What follows belongs to an exercise in optimizing a design on an open flow for small area; a production flow would make more cautious choices. Function was checked by simulation only, so behaviour that the tests miss may differ from the original. Power is estimated from default activity; no workload was simulated.

==> flow/design.v <==
module trafficlight (
	input         clock,
	input         reset,
	input         start,
	output        green,
	output        post
);
	localparam W = 14, K = 12;
	localparam [W-1:0] S = 6382;
	reg [W-1:0] cnt;
	wire running = |cnt[W-1:K];
	assign post  = &cnt;
	assign green = running & !post;
	always @(posedge clock) begin
		if (reset)
			cnt <= {W{1'b1}};
		else if (start)
			cnt <= S;
		else
			cnt <= cnt + {{(W-1){1'b0}}, running};
	end
endmodule
module intersection (
	input  clock,
	input  reset,
	input  pedestrian_button,
	output pedestrian_green,
	output pedestrian_red,
	output up_green,
	output up_red,
	output down_green,
	output down_red,
	input  turn_sensor,
	output turn_green,
	output turn_red
);
	reg own_a;               
	reg own_b;               
	reg ped_wait;
	reg turn_wait;
	reg pri_pedestrian_down;
	wire start_a, start_b;
	wire green_a, green_b, post_a, post_b;
	trafficlight timer_a (.clock(clock), .reset(reset), .start(start_a), .green(green_a), .post(post_a));
	trafficlight timer_b (.clock(clock), .reset(reset), .start(start_b), .green(green_b), .post(post_b));
	assign pedestrian_green = green_a & own_a;
	assign up_green         = green_a & !own_a;
	assign turn_green       = green_b & own_b;
	assign down_green       = green_b & !own_b;
	assign pedestrian_red = !pedestrian_green;
	assign up_red         = !up_green;
	assign turn_red       = !turn_green;
	assign down_red       = !down_green;
	wire up_idle   = post_a & !own_a;
	wire down_idle = post_b & !own_b;
	wire up_waiting   = !green_a & !up_idle;
	wire down_waiting = !green_b & !down_idle;
	wire ped_blocked  = green_a | (up_waiting & own_a) |
	                    down_green | (down_waiting & pri_pedestrian_down);
	wire up_blocked   = pedestrian_green | (ped_wait & !own_a);
	wire down_blocked = pedestrian_green | (ped_wait & !pri_pedestrian_down) |
	                    green_b | (turn_wait & !own_b);
	wire turn_blocked = down_green | (down_waiting & own_b);
	wire ped_go  = ped_wait & !ped_blocked;
	wire up_go   = up_waiting & !up_blocked;
	wire down_go = down_waiting & !down_blocked;
	wire turn_go = turn_wait & !turn_blocked;
	assign start_a = ped_go | up_go;
	assign start_b = turn_go | down_go;
	always @(posedge clock) begin
		if (reset) begin
			own_a <= 0;
			own_b <= 0;
			ped_wait <= 0;
			turn_wait <= 0;
			pri_pedestrian_down <= 0;
		end else begin
			if (ped_go) own_a <= 1;
			if (up_go) own_a <= 0;
			if (turn_go) own_b <= 1;
			if (down_go) own_b <= 0;
			if (pedestrian_green) pri_pedestrian_down <= 1;
			if (down_green) pri_pedestrian_down <= 0;
			ped_wait  <= ped_wait ? ped_blocked : (pedestrian_button & !pedestrian_green);
			turn_wait <= turn_wait ? turn_blocked : (turn_sensor & !turn_green);
		end
	end
endmodule
export LEC_CHECK = 0
export CAP_MARGIN = 20
export CORE_MARGIN = 2
export CORE_UTILIZATION = 40
export SLEW_MARGIN = 20
create_clock -name core_clock -period 5.0 [get_ports {clock}]
run.sh (not shown) runs the stock make flow with config.mk's settings and CLKGATE_MAP_FILE= SYNTH_SCRIPT=/design/flow/synth_recipe.tcl, a recipe that flattens the netlist after the stock synthesis.
Edit:
ABC_AREA = 1   (was default)
Core utilization came out lower by 1.2 points.
Total power came out higher by about 6%.
Design area came out higher by 7.7%.
Setup slack is better by 0.34 ns.
Area after synthesis came out higher by 11%.
Count of clock-buffer cells in the layout came out higher by 1.
Maximum frequency came out higher by 12%.
Hold slack is worse by 0.057 ns.
Sequential cell count does not change.
Critical path depth came out higher by 2.
Via count came out higher by about 13%.

## the previous run
intersection, a different RTL version from the one above (not shown whole).
For scale: ~12 I/O pins.
==> flow/config.mk <==
export PLATFORM = sky130hd
export DESIGN_NAME = intersection
export DESIGN_NICKNAME = intersection
export VERILOG_FILES = /design/flow/design.v
export SDC_FILE = /design/flow/constraint.sdc
export NUM_CORES = 4
export LEC_CHECK = 0
export CAP_MARGIN = 20
export CORE_AREA = 2.5 2.5 72.5 72.5
export DIE_AREA = 0 0 75 75
export SLEW_MARGIN = 20
==> flow/constraint.sdc <==
create_clock -name core_clock -period 5.0 [get_ports {clock}]
set_input_delay 1.0000 -clock core_clock [delete_from_list [all_inputs] [get_ports {clock}]]
set_output_delay 1.0000 -clock core_clock [all_outputs]
set_load 0.01 [all_outputs]
standard.sh (not shown) runs the stock make flow with config.mk's settings and CLKGATE_MAP_FILE= SYNTH_SCRIPT=/design/flow/synth_recipe.tcl, a recipe that flattens the netlist after the stock synthesis.
==> flow/flow/run.sh <==
#!/bin/bash
# Standard ORFS layout with two changes: ports get the smallest buffer
# (buf_1) and clock tree synthesis inserts no dummy loads.
set -euo pipefail
bash standard.sh \
  "BUFFER_PORTS_ARGS=-buffer_cell sky130_fd_sc_hd__buf_1" \
  "CTS_ARGS=-sink_clustering_enable -repair_clock_nets -dont_use_dummy_load -sink_clustering_size 50 -sink_clustering_max_diameter 200 -buf_list sky130_fd_sc_hd__clkbuf_4" \
  finish > make_finish.log 2>&1
### the previous run -> the current run
Settings: CORE_MARGIN now 2, previously not set; DIE_AREA no longer set, was 0 0 75 75; CORE_UTILIZATION now 40, previously not set; CORE_AREA no longer set, was 2.5 2.5 72.5 72.5.
==> flow/run.sh (new file) <==
#!/bin/bash
# synth_recipe.tcl (not shown) runs the flow's synth.tcl, then flattens the netlist and writes it again
# the make line also repeats each setting of config.mk as NAME=value (left out here)
make -C /OpenROAD-flow-scripts/flow DESIGN_CONFIG=/design/flow/config.mk WORK_HOME=/design/flow/orfs CLKGATE_MAP_FILE= SYNTH_SCRIPT=/design/flow/synth_recipe.tcl finish
removed: flow/flow/run.sh
removed: flow/standard.sh
Results
Data-path buffer share of cell area in the final layout, the current run and the previous run: lower on the previous run
Changes observed in the current run relative to the previous run: HPWL after detailed placement up about 5%; detailed route wirelength on metal2 rose by 200 um.
The previous run → the current run: routability congestion estimate from global placement went up by about 1.7%, hold slack increased 5.9 ps, fraction of power spent switching nets fell 3.0 points.
The number of fill cells in the current run was lower than what the previous run gave.

==> re-timing with driven ports <==
Ports are ideal in the flow. The routed layouts listed here were re-timed in OpenROAD. Step 1 sets driving cells, clkbuf_16 on the clock port and buf_2 on the other inputs (assumed; they add their load-dependent delay and slew). Step 2 also shifts input and output timing later by t, the mid clock arrival at the registers, as if the neighbouring blocks saw the same clock. Three values: ideal, step 1, step 2; two values: the first two.
| run | t (ns) | setup WS [ns] | hold slack, ns | worst register clock-pin slew, ns | pins driven straight from the clock port |
|---|---|---|---|---|---|
| the first run of note 1 | 0.306 | 1.825 / 1.800 / 2.091 | 0.558 / 0.558 / 0.558 | 0.07 / 0.07 | 1 |
| the second run of note 1 | 0.305 | 2.164 / 2.138 / 2.443 | 0.501 / 0.501 / 0.501 | 0.07 / 0.07 | 1 |
| the previous run | 0.340 | 1.650 / 1.625 / 1.964 | 0.382 / 0.382 / 0.382 | 0.10 / 0.10 | 1 |
| the current run | 0.344 | 1.240 / 1.219 / 1.563 | 0.387 / 0.387 / 0.387 | 0.09 / 0.09 | 1 |
After both steps setup and hold are still met in every run listed.
